Source: an optimization exercise on an open RTL-to-GDS flow (aim: small area). Production flows keep margins and buffers that such runs may drop.
The RTL was checked by simulation tests, not by an equivalence proof against the original design.
Power is estimated from default activity; no workload was simulated.

==> flow/design.v <==
module ddpohjs(clk,c,reset,directopen,out,led,led2,led3,ct,h,m,min,hour,ok,am,bcd,sec,cnt,si,pwmc,pwm,pwmout,wifi,wifi1,quality,full);
input clk,reset,directopen,ct,h,m,ok,wifi,wifi1,quality;
output reg out,full;
output reg [25:0] c;
output reg led,led2,led3;
output reg [5:0] min,hour,sec;
output reg [3:0] am;
output reg [7:0] bcd;
output reg [15:0] pwmc,pwm;
output reg pwmout;
output reg [14:0] cnt;
output reg si;
reg [14:0] Q2;
localparam TICK_BIT = 13;
wire tick = (&c[TICK_BIT-1:0]) & ~c[TICK_BIT];
always @(posedge clk)
	if (reset) c <= 26'd0;
	else c <= c + 26'd1;
reg n_out,n_led,n_led2,n_led3;
reg [5:0] n_min,n_hour,n_sec;
reg [14:0] n_cnt;
always @* begin
	n_out=out; n_led=led; n_led2=led2; n_led3=led3;
	n_min=min; n_hour=hour; n_sec=sec; n_cnt=cnt;
		if (reset || directopen==0 && ct==0 && wifi==0 && wifi1==0)
			begin
			n_out=0;
			n_led=0;
			n_led2=0;
			n_led3=0;
			n_min=0;
			n_hour=0;
			n_sec=0;
			end
 	if (directopen==0 && ct==0)
		begin
			n_min=0;
			n_hour=0;
			n_sec=0;
		end
	 if (wifi==1)
		begin
			n_out=1;
			n_led=1;
			n_led2=0;
			n_led3=0;
		end
	if (wifi1==1)
		begin
			n_out=0;
			n_led=0;
			n_led2=0;
			n_led3=0;
		end
	if (wifi1==1 && directopen==1)
		begin
			n_out=0;
			n_led=0;
			n_led2=0;
			n_led3=0;
		end
 else if (directopen)
			begin
			n_out=1;
			n_led=1;
			n_led2=0;
			n_led3=0;
			end
 else if (ct)
			begin
				if (m)
					begin
						if (n_min==59)
							begin
							n_min=0;
							n_led=0;
							n_led2=1;
							n_led3=0;
							n_out=0;
							end
						else
							begin
							n_min=n_min+1;
							n_led=0;
							n_led2=1;
							n_led3=0;
							n_out=0;
							end
					end
		 else if (h)
					begin
						if (n_hour==23)
							begin
							n_hour=0;
							n_led=0;
							n_led2=1;
							n_led3=0;
							n_out=0;
							end
						else
							begin
							n_hour=n_hour+1;
							n_led=0;
							n_led2=1;
							n_led3=0;
							n_out=0;
							end
					end
		 else if (ok)
					begin
						if (n_sec==1 && n_hour==0 && n_min==0)
							begin
							n_cnt=19120;
							end
				 else
							begin
							n_cnt=0;
							end
						if (n_min==0 && n_hour==0 && n_sec==0)
							begin
							n_led=0;
							n_led2=0;
							n_led3=0;
							n_out=0;
							n_min=0;
							n_hour=0;
							n_sec=0;
							end
				 else if (n_sec==0 && n_min==0 && n_hour!=0)
							begin
							n_sec=44;
							n_min=59;
							n_hour=n_hour-1;
							n_led=0;
							n_led2=0;
							n_led3=1;
							n_out=1;
							end
				else if (n_sec==0 && n_min!=0)
							begin
							n_sec=44;
							n_min=n_min-1;
							n_hour=n_hour;
							n_led=0;
							n_led2=0;
							n_led3=1;
							n_out=1;
							end
				 else
							begin
							n_sec=n_sec-1;
							n_led=0;
							n_led2=0;
							n_led3=1;
							n_out=1;
							end
					end
			end
end
always @(posedge clk)
	if (reset) begin
		out<=1'b0; led<=1'b0; led2<=1'b0; led3<=1'b0;
		min<=6'd0; hour<=6'd0; sec<=6'd0; cnt<=15'd0;
	end else if (tick) begin
		out<=n_out; led<=n_led; led2<=n_led2; led3<=n_led3;
		min<=n_min; hour<=n_hour; sec<=n_sec; cnt<=n_cnt;
	end
reg [15:0] n_pwmc;
reg n_pwmout,n_full;
always @* begin
	n_pwmc=pwmc; n_pwmout=pwmout; n_full=full;
	if (out==1)
		begin
		n_pwmc=n_pwmc+1;
			if (n_pwmc[15]==1)
				begin
				n_pwmc=0;
					if (n_pwmc<pwm)
						n_pwmout=1;
					else
						n_pwmout=0;
				end
		 if (reset)
			n_full=0;
		else if (quality==1)
			n_full=1;
		else
			n_full=0;
		end
end
wire pwm_step = n_pwmc[5] & ~pwmc[5];
reg [15:0] n_pwm;
always @* begin
	n_pwm=pwm;
	if (out==1)
		begin
		n_pwm=n_pwm+1;
			if (n_pwm[15]==1)
				n_pwm=0;
		end
end
always @(posedge clk)
	if (reset) begin
		pwmc<=16'd0; pwmout<=1'b0; full<=1'b0; pwm<=16'd0;
	end else begin
		pwmc<=n_pwmc; pwmout<=n_pwmout; full<=n_full;
		if (pwm_step) pwm<=n_pwm;
	end
always @* begin
am=4'b1110;
if(c[5]==0) am=4'b1110;
if(c[6]==0) am=4'b1101;
if(c[7]==0) am=4'b1011;
if(c[8]==0) am=4'b0111;
end
always @*
begin
	bcd=8'b11111111;
begin
	if (am==4'b1110)
	begin
		if (min==0)  bcd=8'b00000011;
else	if (min==1)  bcd=8'b10011111;
else	if (min==2)  bcd=8'b00100101;
else	if (min==3)  bcd=8'b00001101;
else	if (min==4)  bcd=8'b10011001;
else	if (min==5)  bcd=8'b01001001;
else	if (min==6)  bcd=8'b11000001;
else	if (min==7)  bcd=8'b00011011;
else	if (min==8)  bcd=8'b00000001;
else	if (min==9)  bcd=8'b00001001;
else	if (min==10)  bcd=8'b00000011;
else	if (min==11)  bcd=8'b10011111;
else	if (min==12)  bcd=8'b00100101;
else	if (min==13)  bcd=8'b00001101;
else	if (min==14)  bcd=8'b10011001;
else	if (min==15)  bcd=8'b01001001;
else	if (min==16)  bcd=8'b11000001;
else	if (min==17)  bcd=8'b00011011;
else	if (min==18)  bcd=8'b00000001;
else	if (min==19)  bcd=8'b00001001;
else	if (min==20)  bcd=8'b00000011;
else	if (min==21)  bcd=8'b10011111;
else	if (min==22)  bcd=8'b00100101;
else	if (min==23)  bcd=8'b00001101;
else	if (min==24)  bcd=8'b10011001;
else	if (min==25)  bcd=8'b01001001;
else	if (min==26)  bcd=8'b11000001;
else	if (min==27)  bcd=8'b00011011;
else	if (min==28)  bcd=8'b00000001;
else	if (min==29)  bcd=8'b00001001;
else	if (min==30)  bcd=8'b00000011;
else	if (min==31)  bcd=8'b10011111;
else	if (min==32)  bcd=8'b00100101;
else	if (min==33)  bcd=8'b00001101;
else	if (min==34)  bcd=8'b10011001;
else	if (min==35)  bcd=8'b01001001;
else	if (min==36)  bcd=8'b11000001;
else	if (min==37)  bcd=8'b00011011;
else	if (min==38)  bcd=8'b00000001;
else	if (min==39)  bcd=8'b00001001;
else	if (min==40)  bcd=8'b00000011;
else	if (min==41)  bcd=8'b10011111;
else	if (min==42)  bcd=8'b00100101;
else	if (min==43)  bcd=8'b00001101;
else	if (min==44)  bcd=8'b10011001;
else	if (min==45)  bcd=8'b01001001;
else	if (min==46)  bcd=8'b11000001;
else	if (min==47)  bcd=8'b00011011;
else	if (min==48)  bcd=8'b00000001;
else	if (min==49)  bcd=8'b00001001;
else	if (min==50)  bcd=8'b00000011;
else	if (min==51)  bcd=8'b10011111;
else	if (min==52)  bcd=8'b00100101;
else	if (min==53)  bcd=8'b00001101;
else	if (min==54)  bcd=8'b10011001;
else	if (min==55)  bcd=8'b01001001;
else	if (min==56)  bcd=8'b11000001;
else	if (min==57)  bcd=8'b00011011;
else	if (min==58)  bcd=8'b00000001;
else	if (min==59)  bcd=8'b00001001;
else	if (min==60)  bcd=8'b00000011;
end
else if  (am==4'b1101)
begin
		if (min==0)  bcd=8'b00000011;
else	if (min==1)  bcd=8'b00000011;
else	if (min==2)  bcd=8'b00000011;
else	if (min==3)  bcd=8'b00000011;
else	if (min==4)  bcd=8'b00000011;
else	if (min==5)  bcd=8'b00000011;
else	if (min==6)  bcd=8'b00000011;
else	if (min==7)  bcd=8'b00000011;
else	if (min==8)  bcd=8'b00000011;
else	if (min==9)  bcd=8'b00000011;
else	if (min==10)  bcd=8'b10011111;
else	if (min==11)  bcd=8'b10011111;
else	if (min==12)  bcd=8'b10011111;
else	if (min==13)  bcd=8'b10011111;
else	if (min==14)  bcd=8'b10011111;
else	if (min==15)  bcd=8'b10011111;
else	if (min==16)  bcd=8'b10011111;
else	if (min==17)  bcd=8'b10011111;
else	if (min==18)  bcd=8'b10011111;
else	if (min==19)  bcd=8'b10011111;
else	if (min==20)  bcd=8'b00100101;
else	if (min==21)  bcd=8'b00100101;
else	if (min==22)  bcd=8'b00100101;
else	if (min==23)  bcd=8'b00100101;
else	if (min==24)  bcd=8'b00100101;
else	if (min==25)  bcd=8'b00100101;
else	if (min==26)  bcd=8'b00100101;
else	if (min==27)  bcd=8'b00100101;
else	if (min==28)  bcd=8'b00100101;
else	if (min==29)  bcd=8'b00100101;
else	if (min==30)  bcd=8'b00001101;
else	if (min==31)  bcd=8'b00001101;
else	if (min==32)  bcd=8'b00001101;
else	if (min==33)  bcd=8'b00001101;
else	if (min==34)  bcd=8'b00001101;
else	if (min==35)  bcd=8'b00001101;
else	if (min==36)  bcd=8'b00001101;
else	if (min==37)  bcd=8'b00001101;
else	if (min==38)  bcd=8'b00001101;
else	if (min==39)  bcd=8'b00001101;
else	if (min==40)  bcd=8'b10011001;
else	if (min==41)  bcd=8'b10011001;
else	if (min==42)  bcd=8'b10011001;
else	if (min==43)  bcd=8'b10011001;
else	if (min==44)  bcd=8'b10011001;
else	if (min==45)  bcd=8'b10011001;
else	if (min==46)  bcd=8'b10011001;
else	if (min==47)  bcd=8'b10011001;
else	if (min==48)  bcd=8'b10011001;
else	if (min==49)  bcd=8'b10011001;
else	if (min==50)  bcd=8'b01001001;
else	if (min==51)  bcd=8'b01001001;
else	if (min==52)  bcd=8'b01001001;
else	if (min==53)  bcd=8'b01001001;
else	if (min==54)  bcd=8'b01001001;
else	if (min==55)  bcd=8'b01001001;
else	if (min==56)  bcd=8'b01001001;
else	if (min==57)  bcd=8'b01001001;
else	if (min==58)  bcd=8'b01001001;
else	if (min==59)  bcd=8'b01001001;
end
else	if (am==4'b1011)
	begin
		if (hour==0)  bcd=8'b00000011;
else	if (hour==1)  bcd=8'b10011111;
else	if (hour==2)  bcd=8'b00100101;
else	if (hour==3)  bcd=8'b00001101;
else	if (hour==4)  bcd=8'b10011001;
else	if (hour==5)  bcd=8'b01001001;
else	if (hour==6)  bcd=8'b11000001;
else	if (hour==7)  bcd=8'b00011011;
else	if (hour==8)  bcd=8'b00000001;
else	if (hour==9)  bcd=8'b00001001;
else	if (hour==10)  bcd=8'b00000011;
else	if (hour==11)  bcd=8'b10011111;
else	if (hour==12)  bcd=8'b00100101;
else	if (hour==13)  bcd=8'b00001101;
else	if (hour==14)  bcd=8'b10011001;
else	if (hour==15)  bcd=8'b01001001;
else	if (hour==16)  bcd=8'b11000001;
else	if (hour==17)  bcd=8'b00011011;
else	if (hour==18)  bcd=8'b00000001;
else	if (hour==19)  bcd=8'b00001001;
else	if (hour==20)  bcd=8'b00000011;
else	if (hour==21)  bcd=8'b10011111;
else	if (hour==22)  bcd=8'b00100101;
else	if (hour==23)  bcd=8'b00001101;
else	if (hour==24)  bcd=8'b10011001;
end
else if  (am==4'b0111)
begin
		if (hour==0)  bcd=8'b00000011;
else	if (hour==1)  bcd=8'b00000011;
else	if (hour==2)  bcd=8'b00000011;
else	if (hour==3)  bcd=8'b00000011;
else	if (hour==4)  bcd=8'b00000011;
else	if (hour==5)  bcd=8'b00000011;
else	if (hour==6)  bcd=8'b00000011;
else	if (hour==7)  bcd=8'b00000011;
else	if (hour==8)  bcd=8'b00000011;
else	if (hour==9)  bcd=8'b00000011;
else	if (hour==10)  bcd=8'b10011111;
else	if (hour==11)  bcd=8'b10011111;
else	if (hour==12)  bcd=8'b10011111;
else	if (hour==13)  bcd=8'b10011111;
else	if (hour==14)  bcd=8'b10011111;
else	if (hour==15)  bcd=8'b10011111;
else	if (hour==16)  bcd=8'b10011111;
else	if (hour==17)  bcd=8'b10011111;
else	if (hour==18)  bcd=8'b10011111;
else	if (hour==19)  bcd=8'b10011111;
else	if (hour==20)  bcd=8'b00100101;
else	if (hour==21)  bcd=8'b00100101;
else	if (hour==22)  bcd=8'b00100101;
else	if (hour==23)  bcd=8'b00100101;
else	if (hour==24)  bcd=8'b00100101;
end
end
end
always @(posedge clk)
if (reset||Q2==cnt)
	Q2<=0;
else
	Q2<=Q2+1;
always @*
if (cnt==19120 ||  cnt==17036)
si=Q2[14];
else
si=Q2[13];
endmodule
==> flow/run.sh <==
#!/bin/bash
# synth_recipe.tcl (not shown) runs the flow's synth.tcl, then flattens the netlist and writes it again
# the make line also repeats each setting of config.mk as NAME=value (left out here)
make -C /OpenROAD-flow-scripts/flow DESIGN_CONFIG=/design/flow/config.mk WORK_HOME=/design/flow/orfs CLKGATE_MAP_FILE= SYNTH_SCRIPT=/design/flow/synth_recipe.tcl finish
==> flow/config.mk <==
export PLATFORM = sky130hd
export DESIGN_NAME = ddpohjs
export DESIGN_NICKNAME = ddpohjs
export VERILOG_FILES = /design/flow/design.v
export SDC_FILE = /design/flow/constraint.sdc
export NUM_CORES = 4
export LEC_CHECK = 0
export CAP_MARGIN = 20
export CORE_MARGIN = 2
export CORE_UTILIZATION = 40
export SLEW_MARGIN = 20
==> flow/constraint.sdc <==
create_clock -name core_clock -period 10.0 [get_ports {clk}]
set_input_delay 2.0000 -clock core_clock [delete_from_list [all_inputs] [get_ports {clk}]]
set_output_delay 2.0000 -clock core_clock [all_outputs]
set_load 0.01 [all_outputs]
==> impl_metrics.env, run 1 <==
export IMPL_status="timing/DRC/antenna clean"
export IMPL_preCtsSetupSlack_ns=4.64
export IMPL_cts_buffers=9
export IMPL_vdd_drop_max_v=0.0000795
export IMPL_wl_um=20500
export IMPL_cp_startpoint="min[2]"
export IMPL_htreeDepth=3
export IMPL_cp_data_required_time_ns=8.00
export IMPL_grt_overflow=0
export IMPL_crit_type="reg -> out"
export IMPL_cts_buffer_depth=2
export IMPL_critical_path_arrival_ns=3.24
export IMPL_slew_headroom=0.417
export IMPL_fmax_ghz=0.191
export IMPL_cts_hold_buffers=0
export IMPL_die_h_um=136
export IMPL_grt_pass1_vias=6326
export IMPL_via_per_inst=5.64
export IMPL_cts_root_buf="clkbuf_16"
export IMPL_synthCells=966
export IMPL_setup_viol=0
export IMPL_synth_ff_type="dfxtp_1"
export IMPL_yosys_warnings=1
export IMPL_synthToLayoutAreaGrowth_pct=19.4
export IMPL_cp_slowest_stage_delay_ns=0.66
export IMPL_ys_seq_area_frac=0.277
export IMPL_layout_setup_ws_ns=4.76
export IMPL_yosys_top_cells_area="dfxtp_1 28%, nor2_1 7.7%, xor2_1 5.3%, nand2_1 5.1%, a21oi_1 5.0%"
export IMPL_rows=48
export IMPL_gp_congestion=0.921
export IMPL_grt_pass1_wl_um=33200
export IMPL_synthesis_area_mm2=0.00695
export IMPL_layout_drive_gt1_share=0.0507
export IMPL_syn_avg_cell_area_um2=7.19
export IMPL_postSynth_asyncResetShare=0
export IMPL_mostFrequentLayoutCell="nor2_1"
export IMPL_leakagePower_nw=2.93
export IMPL_critPathBufInv=2
export IMPL_post_cts_buffers=0
export IMPL_tns_ns=0
export IMPL_cts_tree="done"
export IMPL_tightest_slew_ns=0.873
export IMPL_cts_sinks=96
export IMPL_hold_ws_ns=0.457
export IMPL_hold_start="Q2[0]"
export IMPL_io_pins=120
export IMPL_dieArea_mm2=0.0184
export IMPL_antenna_left=0
export IMPL_r2r_start="hour[1]"
export IMPL_cp_slowest_cell="dfxtp_1"
export IMPL_antenna_cells=0
export IMPL_path_clk_slew_ns=0.07
export IMPL_dieWidth_um=136
export IMPL_fin_crit_ns=5.24
export IMPL_netlist_area_leader_share=0.277
export IMPL_critical_path_top_delay_family="compound AO/OA/AOI/OAI gates"
export IMPL_vias=7053
export IMPL_critPathMaxFanout=27
export IMPL_insertion_delay_ns=0.34
export IMPL_final_cell_mix="143 x nor2_1, 106 x clkdlybuf4s50_1, 96 x dfxtp_1"
export IMPL_synth_edff_count=0
export IMPL_placed_area_mm2=0.00799
export IMPL_port_buffers=107
export IMPL_start_kind="flip-flop"
export IMPL_drtIter0Drc=503
export IMPL_coreArea_mm2=0.0171
export IMPL_initial_core_util=0.406
export IMPL_fin_skew_ns=0.00821
export IMPL_crit_path_end_kind="output pin"
export IMPL_path_cells="buf_4, nor2b_1, nand3b_1, o21ai_0, a221oi_1, o22ai_1, a311o_1, clkdlybuf4s50_1"
export IMPL_post_drt_wl_per_cell_um=16.4
export IMPL_num_nets_final=1046
export IMPL_report_final_hold_viol_count=0
export IMPL_post_route_drc_count=0
export IMPL_synth_cell_types=81
export IMPL_track_usage=0.221
export IMPL_drv_slew=0
export IMPL_rsz0062_at_grt="false"
export IMPL_post_route_period_util=0.524
export IMPL_grt_max_degree=62
export IMPL_hp_class="reg -> reg"
export IMPL_dp_hpwl_um=14400
export IMPL_maxCapViolCount=0
export IMPL_antenna_found_initial=0
export IMPL_post_synth_top_area_cell="dfxtp_1"
export IMPL_dr_pass1_iters=5
export IMPL_power_density_mw_per_mm2=93.2
export IMPL_cts_repair_resized=0
export IMPL_design_area_mm2=0.00830
export IMPL_synth_seq_cells=96
## cell families after synthesis
group	synth area share
AND/OR/NAND/NOR	0.298
AO/OA/AOI/OAI	0.234
buffers and inverters	0.0733
flip-flops	0.277
XOR/XNOR	0.0819
adder cells (fa/ha/maj)	0.0270
multiplexers	0.00756
other	0.00108
## state kept, by name, indices dropped and copies added (netlist names)
| signal | count |
|---|---|
| hour | 6 |
| c | 26 |
| pwmout | 1 |
| sec | 6 |
| pwmc | 15 |
| led | 1 |
| out | 1 |
| led3 | 1 |
| led2 | 1 |
| min | 6 |
| pwm | 15 |
| full | 1 |
| cnt | 1 |
| Q2 | 15 |
## area by class of cell
| class | count | area [um2] |
|---|---|---|
| timing repair buffer | 116 | 1130 |
| inverter | 29 | 109 |
| multi-input combinational | 769 | 4560 |
| fill | 1739 | 8820 |
| clock buffer | 12 | 246 |
| tap | 225 | 282 |
| sequential | 96 | 1920 |
| clock inverter | 4 | 52.6 |
## worst paths after layout
| check | to | slack (ns) | depth (start not counted) |
|---|---|---|---|
| setup / recovery | bcd[4] | 4.76 | 8 |
| hold / removal | Q2[0] | 0.46 | 1 |
| setup reg to reg | hour[3] | 7.10 | 8 |
| hold reg to reg | Q2[0] | 0.46 | 1 |
## report_power, final
group	internal, mW	switching, mW	total (mW)
Combinational	0.0105	0.0245	0.0350
Sequential	0.383	0.00118	0.384
Clock	0.202	0.152	0.354
## per-stage QoR
| step | std cells | power [mW] | utilization |
|---|---|---|---|
| global route | 1251 | 0.801 | 0.485 |
| CTS | 1250 | 0.782 | 0.485 |
| floorplan | 976 | 0.419 | - |
| detailed placement | 1234 | 0.428 | 0.467 |
| finish | 1251 | 0.774 | 0.485 |
| global placement | 1234 | 0.428 | 0.467 |
## cell usage after synthesis (all sizes together), types with 5 or more instances
cell type and count:
ha 15, clkbuf 43, or4 5, inv 28
o211ai 9, nor4 16, nor2 143, nand3 47
a221oi 8, nor3b 5, and4 5, a22oi 6
nand2b 12, and3 19, nor2b 11, a21oi 69
nor3 19, a31oi 13, and2 9, o31ai 11
buf 39, o21ai 71, o21a 6, nand4 14
xnor2 23, nand2 95, xor2 42, dfxtp 96
a211oi 6
## routing by layer
| layer | vias up | part of all wire | track usage |
|---|---|---|---|
| li1 | 3520 | - | - |
| met1 | 3283 | 0.47 | 0.307 |
| met4 | 0 | 0.022 | 0.0752 |
| met3 | 37 | 0.058 | 0.0453 |
| met5 | - | 0 | 0 |
| met2 | 213 | 0.45 | 0.343 |
## worst reg2reg max path: stages, from the launching register on
cell and delay (ns):
dfxtp_1 0.82, nand2_1 0.22, inv_1 0.14, ha_1 0.23
nor4bb_1 0.32, a31oi_1 0.24, a2111oi_0 0.43, o21ai_0 0.15
a32o_1 0.26
==> inputs of run 2 (changes only) <==
==> flow/design.v (replaced) <==
module ddpohjs(clk,c,reset,directopen,out,led,led2,led3,ct,h,m,min,hour,ok,am,bcd,sec,cnt,si,pwmc,pwm,pwmout,wifi,wifi1,quality,full);
input clk,reset,directopen,ct,h,m,ok,wifi,wifi1,quality;
output out;
output reg full;
output reg [25:0] c;
output reg led,led2,led3;
output [5:0] min,hour;
output reg [5:0] sec;
output reg [3:0] am;
output reg [7:0] bcd;
output [15:0] pwmc,pwm;
output pwmout;
output [14:0] cnt;
output si;
reg [5:0] mn;
reg [4:0] hr;
reg cf;           
reg [14:0] Q2;
reg [20:0] M;     
assign min = mn;
assign hour = {1'b0, hr};
assign out = led | led3;
assign cnt = {cf, 2'b00, cf, 1'b0, cf, 1'b0, cf, 1'b0, cf, cf, 4'b0000};
always @(posedge clk)
	if (reset) c <= 26'd0;
	else c <= c + 26'd1;
wire tick = (&c[12:0]) & ~c[13];
wire tz = (sec == 6'd0) & (mn == 6'd0) & (hr == 5'd0);
always @(posedge clk)
	if (reset) begin
		led <= 1'b0; led2 <= 1'b0; led3 <= 1'b0;
		mn <= 6'd0; hr <= 5'd0; sec <= 6'd0; cf <= 1'b0;
	end else if (tick) begin
		if (directopen) begin
			led <= ~wifi1; led2 <= 1'b0; led3 <= 1'b0;
		end else if (ct) begin
			if (m) begin
				led <= 1'b0; led2 <= 1'b1; led3 <= 1'b0;
				mn <= (mn == 6'd59) ? 6'd0 : mn + 6'd1;
			end else if (h) begin
				led <= 1'b0; led2 <= 1'b1; led3 <= 1'b0;
				hr <= (hr == 5'd23) ? 5'd0 : hr + 5'd1;
			end else if (ok) begin
				cf <= (sec == 6'd1) & (mn == 6'd0) & (hr == 5'd0);
				led <= 1'b0; led2 <= 1'b0; led3 <= ~tz;
				if (sec == 6'd0) begin
					if (mn == 6'd0) begin
						if (hr != 5'd0) begin
							sec <= 6'd44; mn <= 6'd59; hr <= hr - 5'd1;
						end
					end else begin
						sec <= 6'd44; mn <= mn - 6'd1;
					end
				end else
					sec <= sec - 6'd1;
			end else if (wifi1) begin
				led <= 1'b0; led2 <= 1'b0; led3 <= 1'b0;
			end else if (wifi) begin
				led <= 1'b1; led2 <= 1'b0; led3 <= 1'b0;
			end
		end else begin
			led <= wifi & ~wifi1; led2 <= 1'b0; led3 <= 1'b0;
			mn <= 6'd0; hr <= 5'd0; sec <= 6'd0;
		end
	end
always @(posedge clk)
	if (reset) M <= 21'd32;
	else M <= M + {20'd0, out};
wire bor = (M[14:5] == 10'd0);
assign pwmc = {1'b0, M[14:5] - 10'd1, M[4:0]};
assign pwm = {1'b0, M[20:6]};
assign pwmout = bor ? (M[20:15] != 6'd1) : (M[20:15] != 6'd0);
always @(posedge clk)
	if (reset) full <= 1'b0;
	else if (out) full <= quality;
always @* begin
	if (~c[8]) am = 4'b0111;
	else if (~c[7]) am = 4'b1011;
	else if (~c[6]) am = 4'b1101;
	else am = 4'b1110;
end
reg [3:0] dg;
always @* begin
	if (~c[8]) dg = (hr >= 5'd20) ? 4'd2 : (hr >= 5'd10) ? 4'd1 : 4'd0;
	else if (~c[7]) dg = (hr >= 5'd20) ? hr - 5'd20 : (hr >= 5'd10) ? hr - 5'd10 : hr;
	else if (~c[6]) dg = mn / 6'd10;
	else dg = mn % 6'd10;
end
always @* begin
	case (dg)
	4'd0: bcd = 8'b00000011;
	4'd1: bcd = 8'b10011111;
	4'd2: bcd = 8'b00100101;
	4'd3: bcd = 8'b00001101;
	4'd4: bcd = 8'b10011001;
	4'd5: bcd = 8'b01001001;
	4'd6: bcd = 8'b11000001;
	4'd7: bcd = 8'b00011011;
	4'd8: bcd = 8'b00000001;
	default: bcd = 8'b00001001;
	endcase
end
always @(posedge clk)
	if (reset || Q2 == (cf ? 15'd19120 : 15'd0)) Q2 <= 15'd0;
	else Q2 <= Q2 + 15'd1;
assign si = cf ? Q2[14] : Q2[13];
endmodule
==> run 2 against run 1 <==
  * Die area fell by 20%
  * Critical endpoint is now bcd[3]
  * Global-route usage fell by 3.8 points
  * Still clean on timing, DRC and antenna
  * Cell count fell by 24%
  * Critical path depth rose by 4
==> impl_metrics.env, run 2 <==
export IMPL_status="timing/DRC/antenna clean"
export IMPL_cts_tree="done"
export IMPL_yosys_top_cells_area="dfxtp_1 30%, ha_1 7.7%, nor2_1 6.7%, buf_4 5.7%, xor2_1 5.7%"
export IMPL_fin_crit_ns=6.31
export IMPL_insertion_delay_ns=0.34
export IMPL_rows=43
export IMPL_crit_path_end_kind="output pin"
export IMPL_cts_sinks=84
export IMPL_synth_seq_cells=84
export IMPL_reg_top3="c (26), M (21), Q2 (15)"
export IMPL_placed_cells=929
export IMPL_wl_um=13200
export IMPL_synth_most_common_cell="nor2_1"
export IMPL_rsz0062_at_grt="false"
export IMPL_tightest_slew_ns=0.754
export IMPL_num_nets_final=804
export IMPL_port_buffers=106
export IMPL_dieWidth_um=122
export IMPL_die_h_um=122
export IMPL_yosys_warnings=1
export IMPL_postSynth_asyncResetShare=0
export IMPL_synthesis_area_mm2=0.00555
export IMPL_stdcell_count=945
export IMPL_ys_top_cells_by_count="99 x nor2_1, 84 x dfxtp_1, 49 x nand2_1"
export IMPL_dr_pass1_iters=4
export IMPL_path_clk_slew_ns=0.06
export IMPL_cts_root_buf="clkbuf_16"
export IMPL_synth_cell_types=70
export IMPL_cts_repair_resized=0
export IMPL_cts_hold_buffers=0
export IMPL_dieArea_mm2=0.0148
export IMPL_synth_ff_type="dfxtp_1"
export IMPL_synthCells=700
export IMPL_post_route_period_util=0.631
export IMPL_hp_class="reg -> reg"
export IMPL_layout_drive_gt1_share=0.0471
export IMPL_antenna_cells=0
export IMPL_initial_core_util=0.404
export IMPL_synth_edff_count=0
export IMPL_vdd_drop_max_v=0.0000854
export IMPL_netlist_area_leader_share=0.303
export IMPL_largest_register="c"
export IMPL_grt_overflow=0
export IMPL_grt_max_degree=71
export IMPL_critical_path_arrival_ns=4.31
export IMPL_start_kind="flip-flop"
export IMPL_syn_avg_cell_area_um2=7.93
export IMPL_gp_congestion=0.843
export IMPL_rr_worst_depth=9
export IMPL_post_route_drc_count=0
export IMPL_placed_area_mm2=0.00644
export IMPL_slew_headroom=0.494
export IMPL_cp_slowest_stage_delay_ns=0.70
export IMPL_post_drt_wl_per_cell_um=13.9
export IMPL_post_cts_buffers=0
export IMPL_antenna_left=0
export IMPL_tns_ns=0
export IMPL_cts_buffer_depth=2
export IMPL_vias=4887
export IMPL_drtIter0Drc=298
export IMPL_crit_type="reg -> out"
export IMPL_grt_pass1_vias=4702
export IMPL_setup_viol=0
export IMPL_cp_slowest_cell="dfxtp_1"
export IMPL_design_area_mm2=0.00675
export IMPL_fin_skew_ns=0.00371
export IMPL_via_per_inst=5.17
export IMPL_cp_data_required_time_ns=8.00
export IMPL_maxCapViolCount=0
export IMPL_power_density_mw_per_mm2=104
export IMPL_post_synth_top_area_cell="dfxtp_1"
export IMPL_dp_hpwl_um=9570
export IMPL_track_usage=0.183
export IMPL_antenna_found_initial=0
export IMPL_htreeDepth=3
export IMPL_synthToLayoutAreaGrowth_pct=21.6
export IMPL_final_fill_count=1380
export IMPL_fmax_ghz=0.158
export IMPL_mostFrequentLayoutCell="clkdlybuf4s50_1"
export IMPL_path_cells="inv_1, ha_1, a21oi_1, nor3_1, o31a_1, ha_1, nand3_1, a21oi_1, or4b_1, and3_1, a221oi_2, clkdlybuf4s50_1"
export IMPL_grt_pass1_wl_um=22100
export IMPL_drv_slew=0
export IMPL_hold_path_depth=2
export IMPL_ys_seq_area_frac=0.303
export IMPL_io_pins=120
export IMPL_coreArea_mm2=0.0137
export IMPL_report_final_hold_viol_count=0
export IMPL_leakagePower_nw=2.50
export IMPL_final_cell_mix="105 x clkdlybuf4s50_1, 99 x nor2_1, 84 x dfxtp_1"
export IMPL_cts_buffers=9
export IMPL_largest_reg_flops=26
export IMPL_critPathMaxFanout=17
-- run 2: changes by cell type after synthesis, sizes merged, moves of 11 or more --
cell / delta
a21oi: -29
clkbuf: -23
dfxtp: -12
ha: +19
nand2: -46
nand3: -17
nor2: -44
nor4: -11
o21ai: -48
-- run 2: worst paths after layout --
path / from / endpoint / slack [ns]
setup / recovery: mn[3] / bcd[3] / 3.69
hold / removal: full / full / 0.46
setup reg to reg: mn[1] / sec[2] / 7.15
hold reg to reg: full / full / 0.46
-- run 2: cells by family (layout without fill, tap and decap cells) --
kind of cell | after synthesis | in the layout | synth area share
other | 2 | 13 | 0.00135
adder cells (fa/ha/maj) | 34 | 34 | 0.0767
XOR/XNOR | 62 | 62 | 0.0979
buffers and inverters | 104 | 158 | 0.102
multiplexers | 9 | 9 | 0.0167
flip-flops | 84 | 84 | 0.303
AO/OA/AOI/OAI | 112 | 112 | 0.136
AND/OR/NAND/NOR | 293 | 293 | 0.266
-- run 2: metrics by stage --
stage / util / hold slack, ns / power [mW] / setup WS, ns
finish: 0.492 / 0.461 / 0.699 / 3.69
global route: 0.492 / 0.501 / 0.726 / 3.44
CTS: 0.492 / 0.469 / 0.711 / 3.70
detailed placement: 0.470 / 0.460 / 0.369 / 4.08
global placement: 0.470 / 0.443 / 0.369 / 4.23
floorplan: - / 0.465 / 0.363 / 4.99
-- run 2: final cells by class --
class | count | area (um2) | area share
Multi-Input combinational cell | 523 | 3340 | 0.495
Sequential cell | 84 | 1680 | 0.249
Timing Repair Buffer | 107 | 1060 | 0.158
Clock buffer | 10 | 239 | 0.0354
Tap cell | 180 | 225 | 0.0334
Inverter | 35 | 131 | 0.0195
Clock inverter | 6 | 63.8 | 0.00946
-- run 2: where the power goes --
part	internal [mW]	leakage (nW)	total, mW	switching (mW)
Sequential	0.336	0.677	0.337	0.00158
Clock	0.200	0.144	0.338	0.138
Combinational	0.00866	1.67	0.0245	0.0158
-- run 2: worst max-delay path: cells and delay by family (launching register included) --
family	cells	cell delay (ns)
AOI/OAI and AO/OA	4	0.73
adders and majority gates	2	0.72
buffers and inverters	2	0.75
DFF	1	0.70
and+or+nand+nor	4	1.05
-- run 2: metal layers --
metal,part of all wire,track usage,vias to the layer above,routed length [um]
met3,0.050,0.0478,22,656
met4,0.024,0.0805,0,314
met5,0,0,-,0
met1,0.47,0.235,2298,6160
met2,0.46,0.290,100,6030
li1,-,-,2467,-

[re-timing with driven ports]
The flow's constraints put no driver on any port. The routed layouts listed below were extracted and timed again, unchanged, in two steps. Step 1: set_driving_cell puts a clkbuf_16 on clk and a buf_2 on each other input, an assumption about the parent block. Step 2 adds t to the input delays and takes it off the output delays; t is the mean of the earliest and latest rising clock arrival at the registers after step 1. Input paths then give back, and output paths get back, about the clock's delay inside the block. a / b / c = ideal ports / drivers / drivers and shift; a / b = the first two.
run	t (ns)	slack for setup (ns)	pins driven straight from the clock port
run 1	0.379	4.764 / 4.727 / 4.538	1
run 2	0.379	3.689 / 3.652 / 4.031	1
After both steps every run listed still meets setup and hold. For run 1, which loses most, drivers alone change the setup slack by -0.037 ns; drivers and shift together by -0.226 ns.
